Source: an optimization exercise on an open RTL-to-GDS flow (aim: small area). Production flows keep margins and buffers that such runs may drop. In this exercise RTL edits were held to simulation tests only and were not proved equivalent to the original.

## flow/design.v (module list and top-level ports; edited modules follow where they fit)
// module exponent_multiplier: 140 lines
// module rom_e: 1651 lines
module exponent_multiplier (
    i_clk, i_rst_n,
    i_load, i_start, i_select,
    i_A, i_B,
    o_done, led_select, o_P,
    seg_i_A_ten, seg_i_A_unit,
    seg_i_B_ten, seg_i_B_unit,
    seg_o_P_thousand, seg_o_P_hundred, seg_o_P_ten, seg_o_P_unit
);
  // ...
==> flow/flow/run.sh <==
#!/bin/bash
# Standard synthesis, then the combinational logic between the standard
# synthesis's registers is re-mapped by ABC for area (registers, their names
# and cell types are kept), then the standard flow from floorplan to finish.
set -euo pipefail
W=$(pwd)
R=$W/orfs/results/$FLOW_PLATFORM/exponent_multiplier/base
YOSYS=$FLOW_HOME/../tools/install/yosys/bin/yosys
bash standard.sh "$R/1_2_yosys.v" > "$W/1_standard_synth.log" 2>&1
cp "$R/1_2_yosys.v" "$W/1_2_yosys.standard.v"
# ABC runs with different random seeds (four at a time); the smallest is kept
reopt() {
  sed "s/SEED/$1/" "$W/flow/area.abc" > "$W/area$1.abc"
  LIBFILE=$FLOW_HOME/platforms/$FLOW_PLATFORM/lib/sky130_fd_sc_hd__tt_025C_1v80.lib \
  IN_V=$W/1_2_yosys.standard.v OUT_V=$W/1_2_yosys.reopt$1.v \
  ABC_SCRIPT=$W/area$1.abc ABC_CONSTR=$W/flow/abc.constr STAT_OUT=$W/reopt_stat$1.txt \
    "$YOSYS" -c "$W/flow/reopt.tcl" > "$W/2_reopt$1.log" 2>&1
}
SEEDS="0 1 2 3 4 5 6 8"
n=0
for s in $SEEDS; do
  reopt $s &
  n=$((n + 1))
  if (( n % 4 == 0 )); then wait; fi
done
wait
best=$(for s in $SEEDS; do
  a=$(awk '/Chip area/ {print $NF}' "$W/reopt_stat$s.txt" 2>/dev/null || true)
  [[ -n "$a" ]] && echo "$a $s"
done | sort -g | head -1 | awk '{print $2}')
grep -H "Chip area" "$W"/reopt_stat*.txt > "$W/2_reopt_choice.log" || true
echo "kept ABC run $best" >> "$W/2_reopt_choice.log"
cp "$W/1_2_yosys.reopt$best.v" "$R/1_2_yosys.v"
rm -f "$R/1_synth.odb" "$R/1_synth.sdc"
# Port buffers: the smallest buffer. Clock tree: clkbuf_4 buffers, no dummy loads.
bash standard.sh "BUFFER_PORTS_ARGS=-buffer_cell sky130_fd_sc_hd__buf_1" \
  "CTS_ARGS=-sink_clustering_enable -repair_clock_nets -dont_use_dummy_load -buf_list sky130_fd_sc_hd__clkbuf_4 -root_buf sky130_fd_sc_hd__clkbuf_4" \
  finish > "$W/3_standard_finish.log" 2>&1
==> flow/flow/abc.constr <==
set_driving_cell sky130_fd_sc_hd__buf_1
set_load 5
==> flow/flow/area.abc <==
strash; dc2; &get -n; &deepsyn -T 120 -S SEED; &put; dch -f; amap; topo; dnsize
==> flow/flow/reopt.tcl <==
# Re-optimise the combinational logic of the standard synthesis netlist.
# Registers (and tie cells) stay the same instances with the same names.
set lib $::env(LIBFILE)
yosys read_liberty -ignore_miss_func $lib
yosys read_verilog $::env(IN_V)
yosys hierarchy -top exponent_multiplier
yosys select -module exponent_multiplier
yosys select -clear
foreach pat {sky130_fd_sc_hd__df* sky130_fd_sc_hd__edf* sky130_fd_sc_hd__sdf* sky130_fd_sc_hd__conb_1} {
  yosys setattr -mod -set keep_hierarchy 1 $pat
}
yosys flatten
yosys opt_clean -purge
yosys stat
yosys opt -purge
yosys abc -script $::env(ABC_SCRIPT) -liberty $lib -dont_use *probe* -dont_use *lpflow* -dont_use *clkbuf* -dont_use *clkinv* -dont_use *dly* -dont_use *ha_* -dont_use *fa_* -dont_use *fah* -constr $::env(ABC_CONSTR) -D 50000 exponent_multiplier
yosys opt_clean -purge
yosys hilomap -singleton -hicell sky130_fd_sc_hd__conb_1 HI -locell sky130_fd_sc_hd__conb_1 LO exponent_multiplier
yosys splitnets
yosys opt_clean -purge
yosys tee -o $::env(STAT_OUT) stat -liberty $lib exponent_multiplier
yosys select exponent_multiplier
yosys write_verilog -noattr -noexpr -nohex -nodec -selected $::env(OUT_V)
==> flow/standard.sh <==
#!/bin/bash
# synth_recipe.tcl (not shown) runs the flow's synth.tcl, then flattens the netlist and writes it again
# the make line also repeats each setting of config.mk as NAME=value (left out here)
make -C /OpenROAD-flow-scripts/flow DESIGN_CONFIG=/design/flow/config.mk WORK_HOME=/design/flow/orfs CLKGATE_MAP_FILE= SYNTH_SCRIPT=/design/flow/synth_recipe.tcl "${@:-finish}"
==> flow/config.mk <==
export PLATFORM = sky130hd
export DESIGN_NAME = exponent_multiplier
export DESIGN_NICKNAME = exponent_multiplier
export VERILOG_FILES = /design/flow/design.v
export SDC_FILE = /design/flow/constraint.sdc
export NUM_CORES = 4
export LEC_CHECK = 0
export ABC_AREA = 1
export ABC_CLOCK_PERIOD_IN_PS = 50000
export CAP_MARGIN = 20
export CORE_MARGIN = 2
export CORE_UTILIZATION = 30
export GPL_TIMING_DRIVEN = 0
export PLACE_DENSITY = 0.5
export SLEW_MARGIN = 20
==> flow/constraint.sdc <==
create_clock -name core_clock -period 50.0 [get_ports {i_clk}]
set_input_delay 10.0000 -clock core_clock [delete_from_list [all_inputs] [get_ports {i_clk}]]
set_output_delay 10.0000 -clock core_clock [all_outputs]
set_load 0.01 [all_outputs]
==> reports/metrics.yaml, run 1 <==
run_status: "no timing/DRC/antenna violations"
tritoncts: "done"
worst_clock_skew_ns: 0.0276
count_of_placed_standard_cells_including_taps: 1416
comb.multi_input.count: 881
ioPinCount: 101
final_common_cell: "sky130_fd_sc_hd__nor2_1"
met2WireLength_um: 14700
clock-sinks: 33
final.min_clock_period_ns: 21.64
final.clkbuf_count: 5
critical_path.reg2reg.startpoint: "reg_A[1]"
worst_hold_path.num_cells: 1
post_cts_hold_buffer_count: 0
die_h_um: 143
synth-warning-count: 1
postPlaceCellArea_um2: 6520
area.sequential_um2: 741
layout_common_cells: "308 x sky130_fd_sc_hd__nor2_1, 146 x sky130_fd_sc_hd__inv_1, 110 x sky130_fd_sc_hd__o21ai_0"
post_cts.repair.setup_buffers: 0
finalCoreUtilization: 0.349
via_count: 9225
largest-register: "dexp"
clockRootBuffer: "sky130_fd_sc_hd__clkbuf_4"
grt_pass1_vias: 8411
regToRegEndpoint: "dexp[1]"
n_fill_cell: 2201
==> run 2, diff against run 1 <==
--- a/flow/flow/run.sh
+++ b/flow/flow/run.sh
@@ -32,7 +32,7 @@
 echo "kept ABC run $best" >> "$W/2_reopt_choice.log"
 cp "$W/1_2_yosys.reopt$best.v" "$R/1_2_yosys.v"
 rm -f "$R/1_synth.odb" "$R/1_synth.sdc"
-# Port buffers: the smallest buffer. Clock tree: clkbuf_4 buffers, no dummy loads.
+# Port buffers: the smallest buffer. Clock tree: clkbuf_8 buffers, no dummy loads.
 bash standard.sh "BUFFER_PORTS_ARGS=-buffer_cell sky130_fd_sc_hd__buf_1" \
-  "CTS_ARGS=-sink_clustering_enable -repair_clock_nets -dont_use_dummy_load -buf_list sky130_fd_sc_hd__clkbuf_4 -root_buf sky130_fd_sc_hd__clkbuf_4" \
+  "CTS_ARGS=-sink_clustering_enable -repair_clock_nets -dont_use_dummy_load -buf_list sky130_fd_sc_hd__clkbuf_8 -root_buf sky130_fd_sc_hd__clkbuf_8" \
   finish > "$W/3_standard_finish.log" 2>&1
==> run 2 against run 1 <==
Still clean on timing, DRC and antenna. Largest cell class unchanged. Core utilization is 0.15 points higher. Critical endpoint unchanged. Register-to-register slack got worse by 0.12 ns. Worst setup slack worse by 0.0037 ns. Die area unchanged. Clock skew is 0.014 ns lower. Critical path type unchanged.
==> reports/metrics.yaml, run 2 <==
run_status: "no timing/DRC/antenna violations"
clock-sinks: 33  # unchanged
worst-setup-path-type: "reg -> out"
cts_buffer_depth: 2
tritoncts: "done"
crit_slowest_cell: "sky130_fd_sc_hd__dfrtp_1"
drv_cap: 0
worst_hold_path.num_cells: 1  # unchanged
overflow: 0
grt_pass1_vias: 8405  # -0.071%
areaGrowthSynthToFinish_pct: 13.6
crit_cells: 32
floorplan.initialDensity: 0.308
die_h_um: 143  # unchanged
post_drt_via_cell_ratio: 6.42
htree_num_levels: 2
layout-drive-gt1-share: 0.00861
pin_count_of_the_biggest_net_entering_global_routing: 39
rsz0062_at_grt: "no"
antenna_violating_nets_left: 0
timing.final.crit_share: 0.433
drv_slew: 0
via_count: 9120  # -1.1%
post_detailed_route_wirelength_per_cell_um: 26.0
cp_data_arrival_time_ns: 11.64
worstRegToRegCells: 40
timing_hold_violations_final: 0
area_of_combinational_cells_with_multiple_inputs_um2: 4550
clockRootBuffer: "sky130_fd_sc_hd__clkbuf_8"
die-area_um2: 20500
largest-register: "dexp"
cp_num_buf_inv: 6
total_routing_usage_reported_by_global_routing: 0.355
ioPinCount: 101  # unchanged
remaining_drc_errors: 0
syn_area_um2: 5800
cp_max_fo: 19
layout_common_cells: "308 x sky130_fd_sc_hd__nor2_1, 146 x sky130_fd_sc_hd__inv_1, 110 x sky130_fd_sc_hd__o21ai_0"
worst_pin_slew_ns: 1.22
count_of_routing_violations_after_the_opening_detailed_route_iteration: 1347
flip_flop_count_of_the_largest_register_after_layout: 16
detail_route.wirelength_um: 37000
post_cts_hold_buffer_count: 0  # unchanged
n_fill_cell: 2196  # -0.23%
port_buffer_count: 94
fin_setup_tns_ns: 0
final.min_clock_period_ns: 21.64  # +0.00370 ns
clkSlewWorstSetupHoldPaths_ns: 0.07
area.sequential_um2: 741  # unchanged
cells_resized_by_post_cts_repair: 0
worst_clock_skew_ns: 0.0138  # -0.0138 ns
die_x_um: 143
report.final.setup_viol: 0
critPathCaptureType: "output port"
placement_rows: 50
numCtsBuffers: 5
grt_pass1_wl_um: 53400
hpwl_um: 28300
worst_path_largest_cell_delay_ns: 0.96
gp_congestion: 1.12
hold_class: "reg -> reg"
drt-pass1-iter-count: 7
initial_antenna_violation_count: 3
setup.worst_path.start_class: "flip-flop"
worstSkewPairLatency_ns: 0.30
final_common_cell: "sky130_fd_sc_hd__nor2_1"
maxClockFrequency_ghz: 0.0462
placeableCoreArea_um2: 18800
synth-warning-count: 1  # unchanged
cells_after_synthesis: 1057
cp_data_required_time_ns: 40.00
post_cts.repair.setup_buffers: 0  # unchanged
biggestRegsByFlops: "dexp x16, cnt x5"
syn_area_per_cell_um2: 5.49
cp_top_family: "compound AO/OA/AOI/OAI gates"
final_nets: 1176
worst_slew_margin_rel: 0.189
antenna_cells_inserted: 0
## run 2: cell types whose count changed in the layout (fill, tap and decap cells not counted), sizes merged
| cell | delta |
|---|---|
| diode | -1 |
## run 2: stage by stage
| step | cells | setup slack, ns | util | hold WS, ns | area, µm² |
|---|---|---|---|---|---|
| after global routing | 1421 | 28.48 | 0.350 | 0.502 | 6590 |
| final | 1421 | 28.36 | 0.350 | 0.460 | 6590 |
| after floorplan | 1061 | 33.19 | - | 0.429 | 5820 |
| after CTS | 1421 | 29.31 | 0.350 | 0.468 | 6590 |
| after detailed placement | 1416 | 29.68 | 0.346 | 0.456 | 6520 |
| after global placement | 1415 | 28.40 | 0.345 | 0.439 | 6500 |
## run 2: worst reg2reg max path, delay by kind of cell (launching register included)
family	cells	cell delay, ns
AND/OR/NAND/NOR	16	5.47
flip-flops	1	0.96
buffers and inverters	6	1.74
AO/OA/AOI/OAI	18	5.34
## run 2: final timing paths
check,from,endpoint,slack (ns)
setup / recovery,reg_A[1],o_P[13],28.36
hold / removal,cnt[4],cnt[4],0.46
setup reg to reg,reg_A[1],dexp[1],36.23
hold reg to reg,cnt[4],cnt[4],0.46
max in group asynchronous,i_rst_n,reg_A[2],39.79
min in group asynchronous,i_rst_n,o_done,9.73
## run 2: cell type report
class,instances,area share
clock buffer,5,0.0104
inverter,147,0.0837
tap,260,0.0493
multi-input combinational,881,0.690
timing repair buffer,95,0.0547
sequential,33,0.112
## run 2: metal layers
layer  vias to the layer above  track usage  routed length (µm)
li1                       3995            -                   -
met1                      4173        0.464               14800
met2                       747        0.511               14800
met3                       201        0.116                4860
met4                         4        0.200                2430
met5                         -            0                  23

port drivers added, routing unchanged:
The flow's constraints put no driver on any port. The routed layouts listed below were extracted and timed again, unchanged, in two steps.
Step 1: set_driving_cell puts a clkbuf_16 on i_clk and a buf_2 on each other input, an assumption about the parent block.
Step 2 adds t to the input delays and takes it off the output delays; t is the mean of the earliest and latest rising clock arrival at the registers after step 1. Input paths then give back, and output paths get back, about the clock's delay inside the block.
Slacks: ideal ports / drivers / drivers and shift; pairs: ideal ports / drivers.
run | t, ns | setup slack, ns | clock arrival spread, ns | worst data-port slew with drivers (ns)
run 1 | 0.377 | 28.361 / 28.332 / 28.709 | 0.028 / 0.028 | 0.04
run 2 | 0.321 | 28.357 / 28.326 / 28.647 | 0.014 / 0.014 | 0.04
After both steps every run listed still meets setup and hold.
